Background: an optimization exercise with open tools, aiming at small area and a short achievable clock period. Do not read the settings as production practice.
Where RTL was checked, it was by simulation tests only, not by an equivalence proof against the original.
No activity file was given, so power comes from the tool's default toggle rates.

==> module IOTDF, before the edit <==
module IOTDF( clk, rst, in_en, iot_in, fn_sel, busy, valid, iot_out);
input          clk;
input          rst;
input          in_en;
input  [7:0]   iot_in;
input  [2:0]   fn_sel;
output         busy;
output         valid;
output [127:0] iot_out;
reg  [135:0] ring;
reg  [7:0]   ib;        
reg          g;         
reg          nadd;      
reg  [2:0]   fs;        
reg  [4:0]   c;         
reg  [2:0]   p;         
reg          busy_r, valid_r;
reg          win, lose;  
reg          exc;       
reg          first;     
reg          kz;        
assign busy    = busy_r;
assign valid   = valid_r;
assign iot_out = ring[127:0];
wire proc  = (c != 5'd0) & (c != 5'd17);
wire gap   = (c == 5'd16);
wire lane0 = (c == 5'd1);
wire last  = (p == 3'd7);
wire m_max  = (fs == 3'd1) | (fs == 3'd6);
wire m_rnd  = (fs == 3'd1) | (fs == 3'd2);
wire m_peak = (fs == 3'd6) | (fs == 3'd7);
wire m_mm   = m_rnd | m_peak;
wire m_avg  = (fs == 3'd3);
wire m_flt  = (fs == 3'd4) | (fs == 3'd5);
wire better    = m_max ? gt : lt;
wire worse     = m_max ? lt : gt;
wire eq_st     = ~win & ~lose;
wire load      = m_flt | ((m_rnd | (m_peak & first)) & (p == 3'd0));
wire dwr       = proc & (load | (m_mm & (win | (eq_st & ~worse))));
wire beat      = proc & eq_st & better & ~load;
wire       fresh  = m_avg & (p == 3'd0);
wire       addon  = m_avg & proc;
wire [7:0] wold   = fresh ? 8'd0 : ring[132:125];
wire [7:0] asum   = addon ? ib : wold;
wire [7:0] nwold  = nadd ? ring[124:117] : 8'd0;
wire [7:0] ag = iot_in & nwold;
wire [7:0] ap = iot_in | nwold;
wire [8:0] ac;
assign ac[0] = 1'b0;
genvar j, k;
generate
  for (j = 1; j < 9; j = j + 1) begin : cla
    wire [j-1:0] terms;
    for (k = 0; k < j; k = k + 1) begin : tm
      if (k == j - 1) begin : last
        assign terms[k] = ag[k];
      end else begin : mid
        assign terms[k] = ag[k] & (&ap[j-1:k+1]);
      end
    end
    assign ac[j] = |terms;
  end
endgenerate
wire [8:0] nsum = {ac[8], iot_in ^ nwold ^ ac[7:0]};
wire [7:0] rb = ring[135:128];
wire [7:0] cg = ib & ~rb;      
wire [7:0] cl = ~ib & rb;
wire [7:0] ce = ~(cg | cl);
wire [7:0] gtt, ltt;
generate
  for (j = 0; j < 8; j = j + 1) begin : cmp
    if (j == 7) begin : msb
      assign gtt[j] = cg[j];
      assign ltt[j] = cl[j];
    end else begin : oth
      assign gtt[j] = cg[j] & (&ce[7:j+1]);
      assign ltt[j] = cl[j] & (&ce[7:j+1]);
    end
  end
endgenerate
wire gt = |gtt;
wire lt = |ltt;
wire [122:0] cv = {ring[119:0], ring[135:133]};
wire [122:0] cn;
wire [30:0]  pg;
wire [30:0]  q;
genvar i;
generate
  for (i = 0; i < 31; i = i + 1) begin : grp
    if (i < 30) begin : full
      assign pg[i] = &cv[4*i+3:4*i];
      assign cn[4*i+3:4*i] = cv[4*i+3:4*i] + {3'd0, g & q[i]};
    end else begin : top
      assign pg[i] = 1'b0;
      assign cn[122:120] = cv[122:120] + {2'd0, g & q[i]};
    end
    if (i == 0) begin : q0
      assign q[i] = 1'b1;
    end else begin : qi
      assign q[i] = &pg[i-1:0];
    end
  end
endgenerate
wire top_in  = fs[0] ? ((ib >= 8'hC0) | ((ib < 8'h7F) & (ib != 8'h00)))
                     : ((ib >= 8'h70) & (ib < 8'hAF));
wire top_pnd = fs[0] ? ((ib == 8'h7F) | (ib == 8'h00)) : (ib == 8'hAF);
wire nek     = kz ? (|ib) : ~(&ib);
wire v_next = m_flt ? (win | (lose & nek))
                    : (last & (m_avg | m_rnd | (m_peak & (first | exc | beat))));
always @(posedge clk) begin
    ib <= nsum[7:0];
    g  <= nsum[8];
    nadd <= ~rst & m_avg & (c != 5'd15) & ~(gap ? last : (p == 3'd0));
    fs <= fn_sel;
    ring[4:0]     <= dwr ? ib[4:0] : asum[7:3];
    ring[7:5]     <= dwr ? ib[7:5] : cn[2:0];
    ring[127:8]   <= cn[122:3];
    ring[132:128] <= ring[124:120];
    ring[135:133] <= asum[2:0];
    if (~proc) begin
        win  <= 1'b0;
        lose <= 1'b0;
    end else if (m_flt) begin
        if (lane0) begin
            win  <= top_in;
            lose <= top_pnd;
            kz   <= ~(|ib);
        end else if (lose & nek) begin
            win  <= 1'b1;
            lose <= 1'b0;
        end
    end else if (eq_st) begin
        win  <= better;
        lose <= worse;
    end
    if (rst) begin
        c       <= 5'd17;
        p       <= 3'd0;
        busy_r  <= 1'b0;
        valid_r <= 1'b0;
        first   <= 1'b1;
    end else begin
        c       <= c[4] ? 5'd0 : c + 5'd1;
        busy_r  <= (c == 5'd14);
        valid_r <= gap & v_next;
        if (gap) begin
            p <= p + 3'd1;
            if (last) first <= 1'b0;
        end
    end
    if (gap & last)
        exc <= 1'b0;
    else if (beat)
        exc <= 1'b1;
end
endmodule
export LEC_CHECK = 0
export CAP_MARGIN = 20
export CORE_MARGIN = 2
export CORE_UTILIZATION = 65
export PLACE_DENSITY = 0.75
export SLEW_MARGIN = 20
create_clock -name core_clock -period 8.0 [get_ports {clk}]
standard.sh (not shown) runs the stock make flow with config.mk's settings and CLKGATE_MAP_FILE= SYNTH_SCRIPT=/design/flow/synth_recipe.tcl, a recipe that flattens the netlist after the stock synthesis.
==> flow/flow/run.sh <==
#!/bin/bash
# Standard ORFS layout, with plain buffers (not delay cells) on the ports and
# a tighter setup target for the repair steps. Synthesis is the standard one.
set -euo pipefail
bash standard.sh synth > synth.log 2>&1
export BUFFER_PORTS_ARGS="-buffer_cell sky130_fd_sc_hd__buf_1"
export SETUP_SLACK_MARGIN=${MARGIN:-5.3}
export DONT_USE_CELLS="sky130_fd_sc_hd__clkdlybuf4s15_1 sky130_fd_sc_hd__clkdlybuf4s15_2 sky130_fd_sc_hd__clkdlybuf4s18_1 sky130_fd_sc_hd__clkdlybuf4s18_2 sky130_fd_sc_hd__clkdlybuf4s25_1 sky130_fd_sc_hd__clkdlybuf4s25_2 sky130_fd_sc_hd__clkdlybuf4s50_1 sky130_fd_sc_hd__clkdlybuf4s50_2 sky130_fd_sc_hd__dlygate4sd1_1 sky130_fd_sc_hd__dlygate4sd2_1 sky130_fd_sc_hd__dlygate4sd3_1 sky130_fd_sc_hd__dlymetal6s2s_1 sky130_fd_sc_hd__dlymetal6s4s_1 sky130_fd_sc_hd__dlymetal6s6s_1"
export CTS_ARGS="-sink_clustering_enable -repair_clock_nets -dont_use_dummy_load -buf_list {sky130_fd_sc_hd__clkbuf_4 sky130_fd_sc_hd__clkbuf_8}"
bash standard.sh > layout.log 2>&1
The first run finished clean.
Change:
--- a/flow/design.v
+++ b/flow/design.v
@@ -45,20 +45,11 @@
 wire [7:0] asum   = addon ? ib : wold;
 wire [7:0] nwold  = nadd ? ring[124:117] : 8'd0;
-wire [7:0] ag = iot_in & nwold;
-wire [7:0] ap = iot_in | nwold;
+wire [7:0] nlo = ~nwold;
 wire [8:0] ac;
 assign ac[0] = 1'b0;
-genvar j, k;
+genvar j;
 generate
   for (j = 1; j < 9; j = j + 1) begin : cla
-    wire [j-1:0] terms;
-    for (k = 0; k < j; k = k + 1) begin : tm
-      if (k == j - 1) begin : last
-        assign terms[k] = ag[k];
-      end else begin : mid
-        assign terms[k] = ag[k] & (&ap[j-1:k+1]);
-      end
-    end
-    assign ac[j] = |terms;
+    assign ac[j] = iot_in[j-1:0] > nlo[j-1:0];
   end
 endgenerate
The new run passed the timing, DRC and antenna checks.
Hold slack loses 0.044 ns.
Setup slack loses 0.47 ns.
Global-route usage goes up by 1.2 points.
Via count goes up by 1.4%.
Cell count goes down by 0.42%.
Power goes down by 5.2%.
Final area goes up by 7.3%.
Clock power goes up by about 0.9%.
No functional check of the RTL was part of the second run of this note.


the reference run:
The RTL this note starts from:
==> flow/design.v <==
`timescale 1ns/10ps
module IOTDF( clk, rst, in_en, iot_in, fn_sel, busy, valid, iot_out);
input          clk;
input          rst;
input          in_en;
input  [7:0]   iot_in;
input  [2:0]   fn_sel;
output         busy;
output         valid;
output [127:0] iot_out;
reg  [135:0] ring;
reg  [7:0]   ib;        
reg          g;         
reg          nadd;      
reg  [2:0]   fs;        
reg  [4:0]   c;         
reg  [2:0]   p;         
reg          busy_r, valid_r;
reg          win, lose;  
reg          exc;       
reg          first;     
reg          kz;        
assign busy    = busy_r;
assign valid   = valid_r;
assign iot_out = ring[127:0];
wire proc  = (c != 5'd0) & (c != 5'd17);
wire gap   = (c == 5'd16);
wire lane0 = (c == 5'd1);
wire last  = (p == 3'd7);
wire m_max  = (fs == 3'd1) | (fs == 3'd6);
wire m_rnd  = (fs == 3'd1) | (fs == 3'd2);
wire m_peak = (fs == 3'd6) | (fs == 3'd7);
wire m_mm   = m_rnd | m_peak;
wire m_avg  = (fs == 3'd3);
wire m_flt  = (fs == 3'd4) | (fs == 3'd5);
wire better    = m_max ? gt : lt;
wire worse     = m_max ? lt : gt;
wire eq_st     = ~win & ~lose;
wire load      = m_flt | ((m_rnd | (m_peak & first)) & (p == 3'd0));
wire dwr       = proc & (load | (m_mm & (win | (eq_st & ~worse))));
wire beat      = proc & eq_st & better & ~load;
wire       fresh  = m_avg & (p == 3'd0);
wire       addon  = m_avg & proc;
wire [7:0] wold   = fresh ? 8'd0 : ring[132:125];
wire [7:0] asum   = addon ? ib : wold;
wire [7:0] nwold  = nadd ? ring[124:117] : 8'd0;
wire [7:0] ag = iot_in & nwold;
wire [7:0] ap = iot_in | nwold;
wire [8:0] ac;
assign ac[0] = 1'b0;
genvar j, k;
generate
  for (j = 1; j < 9; j = j + 1) begin : cla
    wire [j-1:0] terms;
    for (k = 0; k < j; k = k + 1) begin : tm
      if (k == j - 1) begin : last
        assign terms[k] = ag[k];
      end else begin : mid
        assign terms[k] = ag[k] & (&ap[j-1:k+1]);
      end
    end
    assign ac[j] = |terms;
  end
endgenerate
wire [8:0] nsum = {ac[8], iot_in ^ nwold ^ ac[7:0]};
wire [7:0] rb = ring[135:128];
wire [7:0] cg = ib & ~rb;      
wire [7:0] cl = ~ib & rb;
wire [7:0] ce = ~(cg | cl);
wire [7:0] gtt, ltt;
generate
  for (j = 0; j < 8; j = j + 1) begin : cmp
    if (j == 7) begin : msb
      assign gtt[j] = cg[j];
      assign ltt[j] = cl[j];
    end else begin : oth
      assign gtt[j] = cg[j] & (&ce[7:j+1]);
      assign ltt[j] = cl[j] & (&ce[7:j+1]);
    end
  end
endgenerate
wire gt = |gtt;
wire lt = |ltt;
wire [122:0] cv = {ring[119:0], ring[135:133]};
wire [122:0] cn;
wire [14:0]  p8;
wire [15:0]  q8;
genvar i;
generate
  for (i = 0; i < 16; i = i + 1) begin : lane
    if (i < 15) begin : full
      assign p8[i] = &cv[8*i+7:8*i];
      assign cn[8*i+7:8*i] = cv[8*i+7:8*i] + {7'd0, g & q8[i]};
    end else begin : top
      assign cn[122:120] = cv[122:120] + {2'd0, g & q8[i]};
    end
    if (i == 0) begin : q0
      assign q8[i] = 1'b1;
    end else begin : qi
      assign q8[i] = &p8[i-1:0];
    end
  end
endgenerate
wire top_in  = fs[0] ? ((ib >= 8'hC0) | ((ib < 8'h7F) & (ib != 8'h00)))
                     : ((ib >= 8'h70) & (ib < 8'hAF));
wire top_pnd = fs[0] ? ((ib == 8'h7F) | (ib == 8'h00)) : (ib == 8'hAF);
wire nek     = kz ? (|ib) : ~(&ib);
wire v_next = m_flt ? (win | (lose & nek))
                    : (last & (m_avg | m_rnd | (m_peak & (first | exc | beat))));
always @(posedge clk) begin
    ib <= nsum[7:0];
    g  <= nsum[8];
    nadd <= ~rst & m_avg & (c != 5'd15) & ~(gap ? last : (p == 3'd0));
    fs <= fn_sel;
    ring[4:0]     <= dwr ? ib[4:0] : asum[7:3];
    ring[7:5]     <= dwr ? ib[7:5] : cn[2:0];
    ring[127:8]   <= cn[122:3];
    ring[132:128] <= ring[124:120];
    ring[135:133] <= asum[2:0];
    if (~proc) begin
        win  <= 1'b0;
        lose <= 1'b0;
    end else if (m_flt) begin
        if (lane0) begin
            win  <= top_in;
            lose <= top_pnd;
            kz   <= ~(|ib);
        end else if (lose & nek) begin
            win  <= 1'b1;
            lose <= 1'b0;
        end
    end else if (eq_st) begin
        win  <= better;
        lose <= worse;
    end
    if (rst) begin
        c       <= 5'd17;
        p       <= 3'd0;
        busy_r  <= 1'b0;
        valid_r <= 1'b0;
        first   <= 1'b1;
    end else begin
        c       <= c[4] ? 5'd0 : c + 5'd1;
        busy_r  <= (c == 5'd14);
        valid_r <= gap & v_next;
        if (gap) begin
            p <= p + 3'd1;
            if (last) first <= 1'b0;
        end
    end
    if (gap & last)
        exc <= 1'b0;
    else if (beat)
        exc <= 1'b1;
end
endmodule
clock: 8.0 ns
lec_check: 0
cap_margin: 20
core_margin: 2
core_utilization: 65
place_density: 0.75
slew_margin: 20
Scripts as last shown in full above: flow/flow/run.sh
Setup changes, the reference run to the trial run
==> flow/design.v, changed modules only <==
module IOTDF( clk, rst, in_en, iot_in, fn_sel, busy, valid, iot_out);
input          clk;
input          rst;
input          in_en;
input  [7:0]   iot_in;
input  [2:0]   fn_sel;
output         busy;
output         valid;
output [127:0] iot_out;
reg  [135:0] ring;
reg  [7:0]   ib;        
reg          g;         
reg          nadd;      
reg  [2:0]   fs;        
reg  [4:0]   c;         
reg  [2:0]   p;         
reg          busy_r, valid_r;
reg          win, lose;  
reg          exc;       
reg          first;     
reg          kz;        
assign busy    = busy_r;
assign valid   = valid_r;
assign iot_out = ring[127:0];
wire proc  = (c != 5'd0) & (c != 5'd17);
wire gap   = (c == 5'd16);
wire lane0 = (c == 5'd1);
wire last  = (p == 3'd7);
wire m_max  = (fs == 3'd1) | (fs == 3'd6);
wire m_rnd  = (fs == 3'd1) | (fs == 3'd2);
wire m_peak = (fs == 3'd6) | (fs == 3'd7);
wire m_mm   = m_rnd | m_peak;
wire m_avg  = (fs == 3'd3);
wire m_flt  = (fs == 3'd4) | (fs == 3'd5);
wire better    = m_max ? gt : lt;
wire worse     = m_max ? lt : gt;
wire eq_st     = ~win & ~lose;
wire load      = m_flt | ((m_rnd | (m_peak & first)) & (p == 3'd0));
wire dwr       = proc & (load | (m_mm & (win | (eq_st & ~worse))));
wire beat      = proc & eq_st & better & ~load;
wire       fresh  = m_avg & (p == 3'd0);
wire       addon  = m_avg & proc;
wire [7:0] wold   = fresh ? 8'd0 : ring[132:125];
wire [7:0] asum   = addon ? ib : wold;
wire [7:0] nwold  = nadd ? ring[124:117] : 8'd0;
wire [7:0] ag = iot_in & nwold;
wire [7:0] ap = iot_in | nwold;
wire [8:0] ac;
assign ac[0] = 1'b0;
genvar j, k;
generate
  for (j = 1; j < 9; j = j + 1) begin : cla
    wire [j-1:0] terms;
    for (k = 0; k < j; k = k + 1) begin : tm
      if (k == j - 1) begin : last
        assign terms[k] = ag[k];
      end else begin : mid
        assign terms[k] = ag[k] & (&ap[j-1:k+1]);
      end
    end
    assign ac[j] = |terms;
  end
endgenerate
wire [8:0] nsum = {ac[8], iot_in ^ nwold ^ ac[7:0]};
wire [7:0] rb = ring[135:128];
wire gt = ib > rb;
wire lt = ib < rb;
wire [122:0] cv = {ring[119:0], ring[135:133]};
wire [122:0] cn;
wire [30:0]  pg;
wire [30:0]  q;
genvar i;
generate
  for (i = 0; i < 31; i = i + 1) begin : grp
    if (i < 30) begin : full
      assign pg[i] = &cv[4*i+3:4*i];
      assign cn[4*i+3:4*i] = cv[4*i+3:4*i] + {3'd0, g & q[i]};
    end else begin : top
      assign pg[i] = 1'b0;
      assign cn[122:120] = cv[122:120] + {2'd0, g & q[i]};
    end
    if (i == 0) begin : q0
      assign q[i] = 1'b1;
    end else begin : qi
      assign q[i] = &pg[i-1:0];
    end
  end
endgenerate
wire top_in  = fs[0] ? ((ib >= 8'hC0) | ((ib < 8'h7F) & (ib != 8'h00)))
                     : ((ib >= 8'h70) & (ib < 8'hAF));
wire top_pnd = fs[0] ? ((ib == 8'h7F) | (ib == 8'h00)) : (ib == 8'hAF);
wire nek     = kz ? (|ib) : ~(&ib);
wire v_next = m_flt ? (win | (lose & nek))
                    : (last & (m_avg | m_rnd | (m_peak & (first | exc | beat))));
always @(posedge clk) begin
    ib <= nsum[7:0];
    g  <= nsum[8];
    nadd <= ~rst & m_avg & (c != 5'd15) & ~(gap ? last : (p == 3'd0));
    fs <= fn_sel;
    ring[4:0]     <= dwr ? ib[4:0] : asum[7:3];
    ring[7:5]     <= dwr ? ib[7:5] : cn[2:0];
    ring[127:8]   <= cn[122:3];
    ring[132:128] <= ring[124:120];
    ring[135:133] <= asum[2:0];
    if (~proc) begin
        win  <= 1'b0;
        lose <= 1'b0;
    end else if (m_flt) begin
        if (lane0) begin
            win  <= top_in;
            lose <= top_pnd;
            kz   <= ~(|ib);
        end else if (lose & nek) begin
            win  <= 1'b1;
            lose <= 1'b0;
        end
    end else if (eq_st) begin
        win  <= better;
        lose <= worse;
    end
    if (rst) begin
        c       <= 5'd17;
        p       <= 3'd0;
        busy_r  <= 1'b0;
        valid_r <= 1'b0;
        first   <= 1'b1;
    end else begin
        c       <= c[4] ? 5'd0 : c + 5'd1;
        busy_r  <= (c == 5'd14);
        valid_r <= gap & v_next;
        if (gap) begin
            p <= p + 3'd1;
            if (last) first <= 1'b0;
        end
    end
    if (gap & last)
        exc <= 1'b0;
    else if (beat)
        exc <= 1'b1;
end
endmodule
==> notes.md <==
- Every run (the trial run and the reference run) finished clean.
- The maximum clock frequency of the trial run is lower than that of the reference run.
- Changes observed in the trial run relative to the reference run: post-CTS setup buffer count moved up, cell depth of the worst setup path held steady.
- On clock skew, the trial run and the reference run are neck and neck.
- For the trial run, the most frequent standard cell in the layout excluding fill and tap cells was sky130_fd_sc_hd__dfxtp_1, unlike the reference run, where it was sky130_fd_sc_hd__buf_1.
- Share of total power in the clock network of the reference run is on par with the trial run.
- [compare] base=the reference run new=the trial run: area after synthesis -about 3.5%; wire length fell by 5.9%; post-layout worst setup margin now smaller.
Function was not checked in any run of this note: the RTL went through the layout flow alone.

==> separate check: timing with driven ports <==
The flow's constraints put no driver on any port. The routed layouts listed below were extracted and timed again, unchanged, in two steps.
Step 1 assumes that a clkbuf_16 drives the clock port and a buf_2 every other input.
Step 2 moves the port delays by t, midway between the first and last clock arrival at a register: inputs arrive t later, outputs are due t later. That takes back most of the time a late clock gives input paths.
Slacks: ideal / step 1 / step 2; pairs: ideal / step 1.
| run | t, ns | slack for setup (ns) | clock arrival spread, ns |
|---|---|---|---|
| the first run of note 1 | 0.463 | 5.357 / 5.322 / 4.896 | 0.031 / 0.031 |
| the second run of note 1 | 0.488 | 4.885 / 4.885 / 4.885 | 0.024 / 0.025 |
| the reference run | 0.473 | 5.348 / 5.312 / 4.932 | 0.023 / 0.023 |
| the trial run | 0.469 | 5.331 / 5.297 / 4.911 | 0.024 / 0.024 |
After both steps setup and hold are still met in every run listed. The setup slack of the first run of note 1, which loses most, moves by -0.035 ns with the drivers and by -0.461 ns with both steps.
